From an optimization exercise on the open Yosys and OpenROAD flow, aimed at small area and a short achievable clock period; shortcuts taken in it are not production practice.
Function was checked by simulation only, so behaviour that the tests miss may differ from the original.
Power and IR drop assume default switching activity.

Setup of run A:
## fifo_sync
module fifo_sync #(
    parameter WIDTH = 32,
    parameter DEPTH = 64
) (
    input  logic clk,
    input  logic rst_n,
    input  logic wr_en,
    input  logic rd_en,
    input  logic [WIDTH-1:0] wr_data,
    output logic [WIDTH-1:0] rd_data,
    output logic full,
    output logic empty,
    output logic almost_full,
    output logic [$clog2(DEPTH):0] count
);
Size: roughly 4,200 cells after synthesis, about 2,200 flip-flops, roughly 78 I/O pins.
Settings: LEC_CHECK=0, CAP_MARGIN=20, CORE_MARGIN=2, CORE_UTILIZATION=65, CTS_BUF_LIST=sky130_fd_sc_hd__clkbuf_16, CTS_CLUSTER_DIAMETER=80, CTS_CLUSTER_SIZE=26, PLACE_DENSITY=0.75, SETUP_SLACK_MARGIN=1.55, SLEW_MARGIN=20, TNS_END_PERCENT=10; clock period 3.8 ns.
run.sh (not shown) runs the stock make flow with config.mk's settings and CLKGATE_MAP_FILE= SYNTH_SCRIPT=/design/flow/synth_recipe.tcl, a recipe that flattens the netlist after the stock synthesis.
Inputs modified between run A and run B:
# run A
export LEC_CHECK = 0
export CAP_MARGIN = 20
export CORE_MARGIN = 2
export CORE_UTILIZATION = 65
export CTS_BUF_LIST = sky130_fd_sc_hd__clkbuf_16
export CTS_CLUSTER_DIAMETER = 80
export CTS_CLUSTER_SIZE = 26
export PLACE_DENSITY = 0.75
export SETUP_SLACK_MARGIN = 1.55
export SLEW_MARGIN = 20
export TNS_END_PERCENT = 10
create_clock -name core_clock -period 3.8 [get_ports {clk}]
# run B
export LEC_CHECK = 0
export CAP_MARGIN = 20
export CORE_MARGIN = 2
export CORE_UTILIZATION = 60
export CTS_BUF_LIST = sky130_fd_sc_hd__clkbuf_16
export CTS_CLUSTER_DIAMETER = 80
export CTS_CLUSTER_SIZE = 26
export SETUP_SLACK_MARGIN = 1.45
export SLEW_MARGIN = 20
create_clock -name core_clock -period 3.8 [get_ports {clk}]
==> flow/flow/run.sh (new file) <==
#!/bin/bash
# The standard layout, with the data pins placed in pairs: wr_data[b] next to
# rd_data[b]. Everything else is the standard flow (standard.sh), whose
# make output goes to standard.log; ORFS's own per-step logs stay in orfs/logs.
set -euo pipefail
here=$(pwd)
bash standard.sh "PRE_IO_PLACEMENT_TCL=$here/flow/io.tcl" finish > "$here/standard.log" 2>&1
==> flow/flow/io.tcl (new file) <==
# Keep each data bit's input and output pins next to each other, so the
# storage column of a bit and its output register sit by the same pins.
for {set b 0} {$b < 32} {incr b} {
  set_io_pin_constraint -group -order -pin_names [list "wr_data\[$b\]" "rd_data\[$b\]"]
}
==> flow/standard.sh (new file) <==
#!/bin/bash
# synth_recipe.tcl (not shown) runs the flow's synth.tcl, then flattens the netlist and writes it again
# the make line also repeats each setting of config.mk as NAME=value (left out here)
make -C /OpenROAD-flow-scripts/flow DESIGN_CONFIG=/design/flow/config.mk WORK_HOME=/design/flow/orfs CLKGATE_MAP_FILE= SYNTH_SCRIPT=/design/flow/synth_recipe.tcl "${@:-finish}"
removed: flow/run.sh
Results
- Going from run A to run B, the first-pass GRT wire length was found to have gone up by about 5.5%.
- Between run B and run A, setup slack of the critical path after layout is lower for run A, run B comes in above that.
- Going from run A to run B, half-perimeter wire length after placement climbed 5.9%, actual transition at the worst max-transition pin dropped 0.13 ns, utilization after layout dropped 5.1 points, number of standard cells in the final layout excluding fillers climbed 1.7%, overall power climbed 1.6%.
- Sequential cell area in the final layout essentially unchanged between run B and run A.
- The final reports for run B and run A show via count lower in the former.
- Routed wire length: run B > run A
- For TritonCTS buffer count, dividing the value from run A by the value from run B gives 0.949.
### run B -> run C
# run B
export LEC_CHECK = 0
export CAP_MARGIN = 20
export CORE_MARGIN = 2
export CORE_UTILIZATION = 60
export CTS_BUF_LIST = sky130_fd_sc_hd__clkbuf_16
export CTS_CLUSTER_DIAMETER = 80
export CTS_CLUSTER_SIZE = 26
export SETUP_SLACK_MARGIN = 1.45
export SLEW_MARGIN = 20
create_clock -name core_clock -period 3.8 [get_ports {clk}]
# run C
export LEC_CHECK = 0
export CAP_MARGIN = 20
export CORE_MARGIN = 2
export CORE_UTILIZATION = 70
export CTS_BUF_LIST = sky130_fd_sc_hd__clkbuf_16
export CTS_CLUSTER_DIAMETER = 80
export CTS_CLUSTER_SIZE = 26
export SETUP_SLACK_MARGIN = 1.7
export SLEW_MARGIN = 20
create_clock -name core_clock -period 3.8 [get_ports {clk}]
==> flow/run.sh (new file) <==
#!/bin/bash
# synth_recipe.tcl (not shown) runs the flow's synth.tcl, then flattens the netlist and writes it again
# the make line also repeats each setting of config.mk as NAME=value (left out here)
make -C /OpenROAD-flow-scripts/flow DESIGN_CONFIG=/design/flow/config.mk WORK_HOME=/design/flow/orfs CLKGATE_MAP_FILE= SYNTH_SCRIPT=/design/flow/synth_recipe.tcl finish
removed: flow/flow/run.sh
removed: flow/flow/io.tcl
removed: flow/standard.sh
Notes after the runs:
- The higher met2 track demand over resource in global routing came out of run C.
- Sort run C and run B by global-route usage asc -> top: run B
- Comparing run C and run B, the higher length of routed wiring on met1 is on run B.
- On share of final layout cell area taken by clock buffers and inverters: between run C and run B, it ends up lower for run C.
- Against run B, run C comes in 90 lower on final cell count.
- Actual slew at the worst max-slew pin was higher in run C than in run B.
### run C -> run D
# run C
export LEC_CHECK = 0
export CAP_MARGIN = 20
export CORE_MARGIN = 2
export CORE_UTILIZATION = 70
export CTS_BUF_LIST = sky130_fd_sc_hd__clkbuf_16
export CTS_CLUSTER_DIAMETER = 80
export CTS_CLUSTER_SIZE = 26
export SETUP_SLACK_MARGIN = 1.7
export SLEW_MARGIN = 20
create_clock -name core_clock -period 3.8 [get_ports {clk}]
# run D
export LEC_CHECK = 0
export CAP_MARGIN = 20
export CORE_MARGIN = 2
export CORE_UTILIZATION = 50
export CTS_BUF_LIST = sky130_fd_sc_hd__clkbuf_16
export CTS_CLUSTER_DIAMETER = 80
export CTS_CLUSTER_SIZE = 26
export SETUP_SLACK_MARGIN = 1.4
export SLEW_MARGIN = 20
create_clock -name core_clock -period 3.8 [get_ports {clk}]
Taking run C as the reference, in run D design area fell by about 2.4%, wire length per cell fell by 3.3 um, register-to-register slack rose by 0.04 ns, met3 wirelength from detailed routing fell by 31%.
[run D] largest fanout of any net on the critical path rose 2 relative to run C
Of run D and run C, it is run D that has the lower fraction of area in multi-input gates.
The smallest setup slack after layout of run D exceeds that of run C by 0.040 ns.
Highest clock frequency the design can meet, run D vs run C: up slightly
When run D is measured against run C, its non-clock buffer count turns out about 30% lower.
On power of the sequential group, run C and run D are neck and neck.
Number of antenna violations at the first check in global routing went down by more than a quarter going from run C to run D.

========
Starting RTL as in the previous note.
// fifo_sync
module fifo_sync #(
    parameter WIDTH = 32,
    parameter DEPTH = 64
) (
    input  logic clk,
    input  logic rst_n,
    input  logic wr_en,
    input  logic rd_en,
    input  logic [WIDTH-1:0] wr_data,
    output logic [WIDTH-1:0] rd_data,
    output logic full,
    output logic empty,
    output logic almost_full,
    output logic [$clog2(DEPTH):0] count
);
clock: 3.8 ns
lec_check: 0
cap_margin: 20
core_margin: 2
core_utilization: 50
cts_buf_list: sky130_fd_sc_hd__clkbuf_16
cts_cluster_diameter: 80
cts_cluster_size: 26
setup_slack_margin: 1.8
slew_margin: 20
Stock flow here: none of the scripts above is used.
The starting point ran to the end with no violations.
==> next run, changes <==
CORE_UTILIZATION = 65   (was 50)
SETUP_SLACK_MARGIN = 1.55   (was 1.8)
What happened:
- The changed run went through all stages and came out clean
- worst hold slack got worse by 0.38 ns
- critical path depth came out lower by 5
- design area came out lower by 4.0%
- core utilization came out higher by 14 points
==> next run, changes <==
CTS_CLUSTER_DIAMETER = 70   (was 80)
CTS_CLUSTER_SIZE = 30   (was 26)
=>
- maximum frequency is higher by 2.1%
- utilization went up by 1.1 points
- sequential share of layout area shrinks by 1.1 points
- routed wire length rose by 0.64%
- power went up by 7.0%

========
Setup of v6:
fifo_sync again, from the RTL that the note above started with.
Design fifo_sync, start of the top module:
module fifo_sync #(
    parameter WIDTH = 32,
    parameter DEPTH = 64
) (
    input  logic clk,
    input  logic rst_n,
    input  logic wr_en,
    input  logic rd_en,
    input  logic [WIDTH-1:0] wr_data,
    output logic [WIDTH-1:0] rd_data,
    output logic full,
    output logic empty,
    output logic almost_full,
    output logic [$clog2(DEPTH):0] count
);
    localparam LO = 8;
    localparam HI = DEPTH / LO;
    logic [WIDTH-1:0] mem [0:DEPTH-1];
    logic [LO-1:0] wr_lo;
    logic [HI-1:0] wr_hi, wr_hig;
    logic [DEPTH-1:0] rd_sel;    
    logic [$clog2(DEPTH):0] cnt;
    logic full_q, empty_q, afull_q;
    assign count       = cnt;
    assign full        = full_q;
    assign empty       = empty_q;
    assign almost_full = afull_q;
    wire wr_fire = wr_en & ~full_q;
    wire rd_fire = rd_en & ~empty_q;
    wire inc = wr_fire & ~rd_fire;
    wire dec = rd_fire & ~wr_fire;
    wire full_nx = inc ? (cnt == DEPTH-1) : (dec ? 1'b0 : full_q);
    wire [HI-1:0] wr_hi_nx = (wr_fire && wr_lo[LO-1]) ? {wr_hi[HI-2:0], wr_hi[HI-1]} : wr_hi;
    always_ff @(posedge clk) begin
        for (int i = 0; i < DEPTH; i++)
            if (wr_hig[i/LO] && wr_lo[i%LO]) mem[i] <= wr_data;
    end
    logic [WIDTH-1:0] head;
    always_comb begin
        head = '0;
        for (int i = 0; i < DEPTH; i++)
            head = head | (mem[i] & {WIDTH{rd_sel[i]}});
    end
    always_ff @(posedge clk or negedge rst_n) begin
        if (!rst_n) begin
            wr_lo   <= LO'(1);
            wr_hi   <= HI'(1);
            wr_hig  <= HI'(1);
            rd_sel  <= DEPTH'(1);
            cnt     <= '0;
            full_q  <= 1'b0;
            empty_q <= 1'b1;
            afull_q <= 1'b0;
            rd_data <= '0;
  ...
==> flow/config.mk <==
export PLATFORM = sky130hd
export DESIGN_NAME = fifo_sync
export DESIGN_NICKNAME = fifo_sync
export VERILOG_FILES = /design/flow/design.v
export SDC_FILE = /design/flow/constraint.sdc
export NUM_CORES = 4
export LEC_CHECK = 0
export CAP_MARGIN = 20
export CORE_MARGIN = 2
export CORE_UTILIZATION = 65
export CTS_BUF_LIST = sky130_fd_sc_hd__clkbuf_16
export CTS_CLUSTER_DIAMETER = 80
export CTS_CLUSTER_SIZE = 26
export SETUP_SLACK_MARGIN = 1.55
export SLEW_MARGIN = 20
==> flow/constraint.sdc <==
create_clock -name core_clock -period 3.8 [get_ports {clk}]
set_input_delay 0.7600 -clock core_clock [delete_from_list [all_inputs] [get_ports {clk}]]
set_output_delay 0.7600 -clock core_clock [all_outputs]
set_load 0.01 [all_outputs]
standard.sh (not shown) runs the stock make flow with config.mk's settings and CLKGATE_MAP_FILE= SYNTH_SCRIPT=/design/flow/synth_recipe.tcl, a recipe that flattens the netlist after the stock synthesis.
==> flow/flow/run.sh <==
#!/bin/bash
# The standard layout, with the data pins placed in pairs: wr_data[b] next to
# rd_data[b]. Everything else is the standard flow (standard.sh), whose
# make output goes to standard.log; ORFS's own per-step logs stay in orfs/logs.
set -euo pipefail
here=$(pwd)
bash standard.sh "PRE_IO_PLACEMENT_TCL=$here/flow/io.tcl" finish > "$here/standard.log" 2>&1
==> flow/flow/io.tcl <==
# Keep each data bit's input and output pins next to each other, so the
# storage column of a bit and its output register sit by the same pins.
for {set b 0} {$b < 32} {incr b} {
  set_io_pin_constraint -group -order -pin_names [list "wr_data\[$b\]" "rd_data\[$b\]"]
}
No stage failed in v6, and the final checks on the layout all came back clean.
--- input diff v6..v7 ---
Settings: changing CORE_UTILIZATION from 65 to 60; changing SETUP_SLACK_MARGIN from 1.55 to 1.45.
==> flow/run.sh (new file) <==
#!/bin/bash
# synth_recipe.tcl (not shown) runs the flow's synth.tcl, then flattens the netlist and writes it again
# the make line also repeats each setting of config.mk as NAME=value (left out here)
make -C /OpenROAD-flow-scripts/flow DESIGN_CONFIG=/design/flow/config.mk WORK_HOME=/design/flow/orfs CLKGATE_MAP_FILE= SYNTH_SCRIPT=/design/flow/synth_recipe.tcl finish
removed: flow/flow/run.sh
removed: flow/flow/io.tcl
removed: flow/standard.sh
v7 went all the way through the flow, and no timing, DRC or antenna check failed.
From v6 to v7 the numbers moved as follows: minimum period implied by the final worst setup slack grew by 38 ps; via count went down; critical path depth rose by 3.
On total clock network power, v6 tracks v7 almost exactly.

port drivers added, routing unchanged:
How much do the figures lean on ideal ports? The routed layouts below were timed once more, with nothing changed but the port constraints. Step 1: set_driving_cell puts a clkbuf_16 on clk and a buf_2 on each other input, an assumption about the parent block. Step 2 adds t to the input delays and takes it off the output delays; t is the mean of the earliest and latest rising clock arrival at the registers after step 1. Input paths then give back, and output paths get back, about the clock's delay inside the block. a / b / c = ideal / step 1 / step 2; a / b = the first two.
run	shift t [ns]	setup WS [ns]	worst hold slack (ns)	worst data-port slew with drivers (ns)
run A	0.830	1.288 / 1.263 / 0.757	0.406 / 0.343 / 0.502	0.36
run B	0.835	1.387 / 1.374 / 0.824	0.378 / 0.311 / 0.490	0.10
run C	0.828	1.303 / 1.303 / 0.759	0.105 / 0.062 / 0.501	0.24
run D	0.855	1.343 / 1.304 / 0.727	0.093 / 0.059 / 0.507	0.35
the first run of note 2	0.863	1.454 / 1.417 / 0.819	0.414 / 0.341 / 0.524	0.29
the second run of note 2	0.844	1.415 / 1.372 / 0.756	0.039 / -0.008 / 0.494	0.39
the third run of note 2	0.871	1.464 / 1.368 / 0.810	0.025 / -0.029 / 0.498	0.40
v6	0.823	1.426 / 1.422 / 0.837	0.105 / 0.063 / 0.504	0.15
v7	0.847	1.387 / 1.315 / 0.869	0.020 / -0.029 / 0.476	0.32
After both steps setup and hold are still met in every run listed. For the second run of note 2, which loses most, drivers alone change the setup slack by -0.043 ns; drivers and shift together by -0.659 ns.
